Source: an optimization exercise on an open RTL-to-GDS flow (aim: small area and a short achievable clock period). Production flows keep margins and buffers that such runs may drop. In this exercise RTL edits were held to simulation tests only and were not proved equivalent to the original. Power figures rest on the tool's default switching activity, not on a simulated workload.

## flow/design.v (module list and top-level ports; edited modules follow where they fit)
// module calc_fa: 10 lines
// module calc_ha: 9 lines
// module mp_alu: 792 lines
module mp_alu(
    input sys_clk,
    input sys_rst,
    input issue,
    input[2:0] tag3,
    input[2:0] func3,
    input[6:0] flag7,
    input[3:0] shift,
    input[15:0] data_in1,
    input[15:0] data_in2,
    input fwd_en1,
    input fwd_en2,
    input[15:0] fwd_data1,
    input[15:0] fwd_data2,
    output wb,
    output wb32,
    output[31:0] wb_data
);
  // ...
==> flow/flow/run.sh <==
#!/bin/bash

export BUFFER_PORTS_ARGS="-buffer_cell sky130_fd_sc_hd__buf_2"
bash standard.sh > standard_flow.log 2>&1
==> flow/standard.sh <==
#!/bin/bash
# synth_recipe.tcl (not shown) runs the flow's synth.tcl, then flattens the netlist and writes it again
# the make line also repeats each setting of config.mk as NAME=value (left out here)
make -C /OpenROAD-flow-scripts/flow DESIGN_CONFIG=/design/flow/config.mk WORK_HOME=/design/flow/orfs CLKGATE_MAP_FILE= SYNTH_SCRIPT=/design/flow/synth_recipe.tcl "${@:-finish}"
==> flow/config.mk <==
export PLATFORM = sky130hd
export DESIGN_NAME = mp_alu
export DESIGN_NICKNAME = mp_alu
export VERILOG_FILES = /design/flow/design.v
export SDC_FILE = /design/flow/constraint.sdc
export NUM_CORES = 4
export LEC_CHECK = 0
export ABC_AREA = 1
export CAP_MARGIN = 20
export CORE_MARGIN = 2
export CORE_UTILIZATION = 40
export SETUP_SLACK_MARGIN = 1
export SLEW_MARGIN = 20
export SYNTH_HIERARCHICAL = 1
==> flow/constraint.sdc <==
create_clock -name core_clock -period 16.0 [get_ports {sys_clk}]
set_input_delay 3.2000 -clock core_clock [delete_from_list [all_inputs] [get_ports {sys_clk}]]
set_output_delay 3.2000 -clock core_clock [all_outputs]
set_load 0.01 [all_outputs]
==> out/results.tsv, run 1 <==
stage	metric	value	unit
run_status	outcome	timing/DRC/antenna clean	
placed_design	io_buffers	116	
synth	synth-simple-area-share	0.235	
critical_path	path_class	input port to primary output	
finish	final_area	14000	µm²
placed_design	post_dp_cell_area	13800	µm²
finish	nClkBuffers	6	
sta	layout_setup_ws	1580	ps
synth	synthTopCellsByArea	fa_1 (19%), xor2_1 (9.3%), nand2_1 (8.6%)	
drt	drcViolationCount	0	
synth	mappedNetlistNets	2154	
critical_path	cp-end-kind	primary output	
placed_design	pre_cts_ws	1380	ps
synth	async_reset_ff_frac	0.0233	
drt	wl_met1	21.9	mm
critical_path	cp.required	12800	ps
finish	multi_input_area	10600	µm²
finish	flops_and_latches	43	
finish	multi_input_cells	1512	
drt	via_per_inst	5.95	
finish	final-clk-cell-share	0.0111	
floorplanning	ios	120	
critical_path	cp_slowest_stage_delay	630	ps
finish	nets	2222	
power	p_leak	0.00715	µW
floorplanning	die_y	182	µm
synth	synth_ff_type	dfxtp_1	
cts	clock-sinks	43	
power	power_leader	combinational logic	
cts	post_cts_buffers	0	
worst_hold_path	hp-class	input port to async pin	
finish	final_util	0.446	
==> run 2: changes to the inputs <==
--- a/flow/config.mk
+++ b/flow/config.mk
@@ -9,6 +9,6 @@
 export CAP_MARGIN = 20
 export CORE_MARGIN = 2
 export CORE_UTILIZATION = 40
-export SETUP_SLACK_MARGIN = 1
+export SETUP_SLACK_MARGIN = 2
 export SLEW_MARGIN = 20
 export SYNTH_HIERARCHICAL = 1
==> run 2 against run 1 <==
Synthesized cell count unchanged. Clock power hardly changed. Combinational power is essentially flat. Critical path type unchanged.
==> out/results.tsv, run 2 <==
stage	metric	value	unit	change
floorplanning	ios	120		unchanged
floorplanning	die_x	182	µm	unchanged
floorplanning	initial_utilization	0.404		unchanged
sta	post-route-min-period	13670	ps	was 14420 ps
synth	async_reset_ff_frac	0.0233		unchanged
synth	synth_ff_type	dfxtp_1		unchanged
floorplanning	die_y	182	µm	unchanged
synth	synth-seq-area-share	0.0683		unchanged
critical_path	cp_slowest_stage_delay	600	ps	was 630 ps
drt	drcViolationCount	0		unchanged
critical_path	crit_start	fwd_en2		unchanged
critical_path	critical_path.top_delay_family	simple AND/OR/NAND/NOR gates		unchanged
drt	wl	51.3	mm	was 50.5 mm
synth	synth_top_area_share	0.188		unchanged
floorplanning	rows	65		unchanged
worst_hold_path	hp-class	input port to async pin		unchanged
drt	via_per_inst	5.98		was 5.95
cts	root_buffer	clkbuf_16		unchanged
synth	ys_top_cells_by_count	nand2_1 (291), inv_1 (190), nor2_1 (157)		unchanged
cts	cts_htree_levels	2		unchanged
synth	synth_adder_area_share	0.245		unchanged
sta	worst_pin_slew	971	ps	was 1140 ps
synth	yosys.area.top_type	fa_1		unchanged
drt	drt-wirelength-per-cell	21.5	µm	was 21.4 µm
synth	synthCells	1891		unchanged
power	powerDensity	117	nW/µm²	was 120 nW/µm²
cts	numCtsBuffers	5		unchanged
synth	synth-xor-area-share	0.107		unchanged
placed_design	place.gp.congestion	0.971		unchanged
drt	drtAntennaViolNets	0		unchanged
sta	fin_tns_setup	0	ps	unchanged
finish	layout_common_cells	nand2_1 (286), inv_1 (184), nor2_1 (151), xor2_1 (134), o21ai_0 (133)		was nand2_1 (291), inv_1 (190), nor2_1 (153), o21ai_0 (141), nand3_1 (138)
finish	seq_area	866	µm²	unchanged
grt	grtUsageTotal	0.307		was 0.306
sta	finalHoldViolations	0		unchanged
synth	synth_warnings	7		unchanged
drt	dr.pass1.iters	6		unchanged
grt	grt_antenna_before_repair	0		unchanged
critical_path	slowest_stage	fa_2		was fa_1
critical_path	path_common_cell	nand2_1		unchanged
finish	top_regs	alu_data_in1 (16), alu_data_in2 (16), alu_cmd (4)		unchanged
placed_design	post_dp_cell_area	13800	µm²	unchanged
sta	slew_violations	0		unchanged
sta	max_freq	0.0732	GHz	was 0.0694 GHz
grt	grt_max_degree	40		unchanged
finish	fill_cells	3293		was 3348
sta	finalSetupViolCount	0		unchanged
floorplanning	coreArea	31400	µm²	unchanged
critical_path	path_buf_inv	8		was 9
grt	grtUsageMet1	0.435		about the same
synth	synth-simple-area-share	0.235		unchanged
grt	overflow	0		unchanged
power	p_leak	0.00728	µW	was 0.00715 µW
cts	cts_tree	built		unchanged
synth	synth_edf_count	0		unchanged
cts	clk_pin_slew	60	ps	about the same
sta	rsz0062_at_grt	false		unchanged
cts	clock-sinks	43		unchanged
cts	clk_path_buf_depth	2		unchanged
synth	synthMuxAreaShare	0.00672		unchanged
sta	maxSlewHeadroom	0.350		was 0.243
synth	ys_ff_latch	43		unchanged
synth	synthTopCellsByArea	fa_1 (19%), xor2_1 (9.3%), nand2_1 (8.6%)		unchanged
synth	synth_top_family_by_area	adder cells		unchanged
drt	initialDrtViolationCount	1630		was 1506
synth	synth.most_common_cell	nand2_1		unchanged
synth	mappedNetlistNets	2154		unchanged
finish	final_area	14500	µm²	was 14000 µm²
critical_path	critPathArrivalTime	10470	ps	was 11220 ps
run_status	outcome	timing/DRC/antenna clean		unchanged
grt	use_met3	0.0507		was 0.0479
finish	final_common_cell	nand2_1		unchanged
synth	synth.avg_cell_area	6.70	µm²	unchanged
finish	multi_input_area	10900	µm²	was 10600 µm²
grt	first_global_vias	13500		about the same
critical_path	path_class	input port to primary output		unchanged
critical_path	critPathMaxFanout	16		was 17
grt	grt_pass1_wl	79.4	mm	was 79.1 mm
synth	synth_compound_area_frac	0.235		unchanged
sta	min_period_over_period	0.854		was 0.901
placed_design	hpwlAfterDp	38.1	mm	unchanged
placed_design	io_buffers	116		unchanged
synth	yosysUniqueCellTypes	63		unchanged
grt	grt.busiest_layer	met2		unchanged
floorplanning	dieArea	33100	µm²	unchanged
power	vdd_ir_drop_max	156	µV	was 158 µV
finish	area_delta_synth_final	14.2	%	was 10.4%
critical_path	cp-end-kind	primary output		unchanged
critical_path	cp.required	12800	ps	about the same
critical_path	critPathLaunchType	input port		unchanged
flow_run	maxCapViolations	0		unchanged
drt	num_vias	14200		was 14100
synth	synth.cell_area	12700	µm²	unchanged
cts	hold_buffers	0		unchanged
finish	drive_gt1_frac	0.177		was 0.143
finish	nets	2242		was 2222
finish	final_util	0.461		was 0.446
grt	met2_usage	0.478		was 0.475
==> run 2: path summary, 6_finish.rpt <==
path	endpoint	depth (start not counted)
setup / recovery	wb_data[0]	55
max in group asynchronous	alu_issue$_DFF_PP0_	2
min in group core_clock	alu_data_in1[1]$_DFF_P_	1
hold / removal	alu_issue$_DFF_PP0_	2
==> run 2: what timing repair did <==
item / 4_1_cts / 5_1_grt
gates cloned: 1 / 0
pin swaps: 4 / 23
endpoints found under the setup margin: 18 / 26
buffers inserted: 3 / 20
gates resized for setup: 18 / 82
endpoints found under the hold margin: 0 / 0
==> run 2: routing by layer <==
metal  routed length (µm)  vias to the layer above
li1                     -                     6563
met5                    0                        -
met1                21900                     6737
met4                 1860                        0
met3                 5250                      128
met2                22400                      812
==> run 2: cells by family after synthesis <==
family / Yosys count
AND/OR/NAND/NOR: 677
adder cells (fa/ha/maj): 177
buffers and inverters: 336
multiplexers: 8
flip-flops: 43
AO/OA/AOI/OAI: 498
XOR/XNOR: 152
==> run 2: stage by stage <==
step	setup slack, ps	power, µW	instances	hold WS (ps)
after floorplan	2700	1050	1891	2930
after global placement	1390	1500	2350	3040
after detailed placement	1380	1520	2350	3040
after CTS	2000	1650	2362	2740
after global routing	1890	1850	2382	2750
final	2330	1700	2383	2730
==> run 2: per-module statistics from Yosys, one instance, submodules excluded <==
module / area (µm²) / times used / cells inside / flip-flops and latches
mp_alu: 10300 / 1 / 1765 / 43
calc_fa: 20.0 / 112 / 1 / 0
calc_ha: 12.5 / 14 / 1 / 0
==> run 2: final cells by class <==
class,count,area share
repair buffers,196,0.0836
diodes,1,0.000173
flip-flops and latches,43,0.0598
multi-input cells,1513,0.750
well taps,402,0.0348
clock buffers,6,0.00960
inverters,220,0.0607
clock inverters,2,0.00112
==> run 2: report_power, final <==
part	switching [µW]	internal (µW)	total (µW)
logic	965	508	1470
registers	3.77	113	117
clock network	44.8	62.4	107
total	1010	683	1700
==> run 3: changes to the inputs <==
--- a/flow/config.mk
+++ b/flow/config.mk
@@ -9,6 +9,5 @@
 export CAP_MARGIN = 20
 export CORE_MARGIN = 2
 export CORE_UTILIZATION = 40
-export SETUP_SLACK_MARGIN = 2
 export SLEW_MARGIN = 20
 export SYNTH_HIERARCHICAL = 1
==> run 3 against run 2 <==
Sequential power about the same. Critical endpoint is now wb_data[1]. Critical path type unchanged. Count of clock-buffer cells in the layout did not move. Power fell by 3.0%. Largest cell class unchanged.
==> out/results.tsv, run 3 <==
stage	metric	value	unit	change
synth	synthCells	1891		unchanged
sta	max_freq	0.0676	GHz	was 0.0732 GHz
synth	synth_edf_count	0		unchanged
drt	via_per_inst	5.95		was 5.98
synth	synth.most_common_cell	nand2_1		unchanged
finish	nets	2218		was 2242
sta	maxSlewHeadroom	0.238		was 0.350
synth	yosysUniqueCellTypes	63		unchanged
cts	clk_path_buf_depth	2		unchanged
power	p_leak	0.00712	µW	was 0.00728 µW
drt	drt-wirelength-per-cell	21.4	µm	was 21.5 µm
synth	synth_warnings	7		unchanged
cts	cts_tree	built		unchanged
finish	final_common_cell	nand2_1		unchanged
floorplanning	die_y	182	µm	unchanged
critical_path	critPathMaxFanout	17		was 16
synth	async_reset_ff_frac	0.0233		unchanged
floorplanning	initial_utilization	0.404		unchanged
worst_hold_path	hp-class	input port to async pin		unchanged
power	powerDensity	118	nW/µm²	was 117 nW/µm²
sta	finalSetupViolCount	0		unchanged
grt	grtUsageTotal	0.306		was 0.307
critical_path	slowest_stage	a2111oi_0		was fa_2
floorplanning	dieArea	33100	µm²	unchanged
synth	ys_top_cells_by_count	nand2_1 (291), inv_1 (190), nor2_1 (157)		unchanged
critical_path	critPathLaunchType	input port		unchanged
sta	rsz0062_at_grt	false		unchanged
synth	synth.avg_cell_area	6.70	µm²	unchanged
cts	root_buffer	clkbuf_16		unchanged
finish	top_regs	alu_data_in1 (16), alu_data_in2 (16), alu_cmd (4)		unchanged
critical_path	cp_slowest_stage_delay	440	ps	was 600 ps
power	vdd_ir_drop_max	157	µV	was 156 µV
finish	area_delta_synth_final	9.91	%	was 14.2%
grt	grt_pass1_wl	79.1	mm	was 79.4 mm
flow_run	maxCapViolations	0		unchanged
floorplanning	rows	65		unchanged
synth	synth_top_area_share	0.188		unchanged
sta	holdWs	2730	ps	about the same
cts	clk_pin_slew	60	ps	about the same
synth	synthTopCellsByArea	fa_1 (19%), xor2_1 (9.3%), nand2_1 (8.6%)		unchanged
sta	finalHoldViolations	0		unchanged
placed_design	hpwlAfterDp	38.1	mm	unchanged
finish	layout_common_cells	nand2_1 (291), inv_1 (190), nor2_1 (153), o21ai_0 (143), nand3_1 (138)		was nand2_1 (286), inv_1 (184), nor2_1 (151), xor2_1 (134), o21ai_0 (133)
cts	numCtsBuffers	5		unchanged
synth	ys_ff_latch	43		unchanged
finish	drive_gt1_frac	0.140		was 0.177
sta	min_period_over_period	0.924		was 0.854
cts	hold_buffers	0		unchanged
critical_path	path_buf_inv	9		was 8
critical_path	cp-end-kind	primary output		unchanged
power	p_total	1650	µW	was 1700 µW
grt	grt_max_degree	40		unchanged
synth	synth_ff_type	dfxtp_1		unchanged
drt	drcViolationCount	0		unchanged
critical_path	path_class	input port to primary output		unchanged
synth	mappedNetlistNets	2154		unchanged
drt	drtAntennaViolNets	0		unchanged
floorplanning	die_x	182	µm	unchanged
grt	first_global_vias	13500		about the same
cts	post_cts_buffers	0		was 3
synth	synth-seq-area-share	0.0683		unchanged
critical_path	critical_path.top_delay_family	compound AO/OA/AOI/OAI gates		was simple AND/OR/NAND/NOR gates
grt	grt_antenna_before_repair	0		unchanged
critical_path	cp.required	12800	ps	about the same
synth	yosys.area.top_type	fa_1		unchanged
cts	cts_htree_levels	2		unchanged
placed_design	io_buffers	116		unchanged
drt	dr.pass1.iters	6		unchanged
run_status	outcome	timing/DRC/antenna clean		unchanged
floorplanning	coreArea	31400	µm²	unchanged
synth	synth.cell_area	12700	µm²	unchanged
sta	worst_pin_slew	1140	ps	was 971 ps
drt	wl	50.5	mm	was 51.3 mm
critical_path	path_common_cell	nand2_1		unchanged
critical_path	critPathArrivalTime	11590	ps	was 10470 ps
cts	cts_resized	0		was 18
sta	slew_violations	0		unchanged
sta	fin_tns_setup	0	ps	unchanged
cts	clock-sinks	43		unchanged
drt	num_vias	14000		was 14200
placed_design	place.gp.congestion	0.971		unchanged
floorplanning	ios	120		unchanged
grt	overflow	0		unchanged
drt	initialDrtViolationCount	1544		was 1630
sta	post-route-min-period	14790	ps	was 13670 ps
==> run 3: changes by cell type in the layout (fill, tap and decap cells not counted), moves of 5 or more <==
cell,delta
nand3_2,-10
nand3_1,+10
clkinv_1,+5
clkinvlp_4,-6
o21ai_1,-5
nand2_1,+5
o21ai_0,+10
o21a_1,+5
nor2_4,-5
o21ai_4,-7
buf_4,-22
inv_1,+6
==> run 3: Yosys stat by module (local to each module, per instance) <==
module / cells / cell area [µm²]
calc_ha: 1 / 12.5
mp_alu: 1765 / 10300
calc_fa: 1 / 20.0
==> run 3: final timing paths <==
path	startpoint	slack (ps)	end	cells after the start
max	fwd_en2	1210	wb_data[1]	51
min	sys_rst	2730	alu_issue$_DFF_PP0_	2
max in group asynchronous	sys_rst	13170	alu_issue$_DFF_PP0_	2
min in group core_clock	data_in1[1]	3000	alu_data_in1[1]$_DFF_P_	1
==> run 3: per-layer routing <==
layer | track usage | vias to the layer above | share of wire
li1 | - | 6517 | -
met1 | 0.435 | 6646 | 0.44
met2 | 0.475 | 769 | 0.43
met3 | 0.0479 | 110 | 0.093
met4 | 0.0977 | 0 | 0.034
met5 | 0 | - | 0
==> run 3: cells by family (layout without fill, tap and decap cells) <==
family,after synthesis,after routing,synth area share
muxes,8,8,0.00672
xor gates and xnor gates,152,152,0.107
buffers and inverters,336,401,0.103
and+or+nand+nor,677,677,0.235
other,0,1,0
adders and majority gates,177,177,0.245
DFF,43,43,0.0683
AOI/OAI and AO/OA,498,498,0.235
==> run 3: area by class of cell <==
| cell class | instances | area (µm²) |
|---|---|---|
| fillers | 3357 | 17500 |
| multi-input cells | 1512 | 10600 |
| repair buffers | 173 | 1010 |
| flip-flops and latches | 43 | 866 |
| inverters | 220 | 833 |
| well taps | 402 | 503 |
| clock buffers | 6 | 139 |
| clock inverters | 2 | 16.3 |
| diodes | 1 | 2.50 |
==> run 3: metrics by stage <==
stage	setup WS (ps)	cells	utilization	area, µm²
6_report	1210	2359	0.444	13900
5_1_grt	368	2358	0.443	13900
4_1_cts	1320	2358	0.443	13900
3_5_place_dp	1380	2350	0.439	13800
3_3_place_gp	1390	2350	0.439	13800
2_1_floorplan	2700	1891	-	12700
==> run 3: where the power goes <==
part / switching [µW] / leakage [µW] / internal, µW
Sequential: 3.44 / 0.000366 / 113
Clock: 44.8 / 0.0000731 / 62.4
Combinational: 941 / 0.00668 / 482
Total: 989 / 0.00712 / 657

-- separate check: timing with driven ports --
In the flow no input, the clock included, has a driving cell. The finished layouts below were timed again as built, in two steps.
Step 1: set_driving_cell puts a clkbuf_16 on sys_clk and a buf_2 on each other input, an assumption about the parent block.
Step 2 also shifts input and output timing later by t, the mid clock arrival at the registers, as if the neighbouring blocks saw the same clock.
Slacks: ideal / step 1 / step 2; pairs: ideal / step 1.
run	t, ns	setup slack, ns	clock arrival spread, ns
run 1	0.326	1.584 / 1.559 / 1.559	0.010 / 0.010
run 2	0.324	2.334 / 2.257 / 2.257	0.010 / 0.010
run 3	0.325	1.212 / 1.189 / 1.189	0.009 / 0.009
After both steps every run listed still meets setup and hold. For run 2, which loses most, drivers alone change the setup slack by -0.077 ns; drivers and shift together by -0.077 ns.
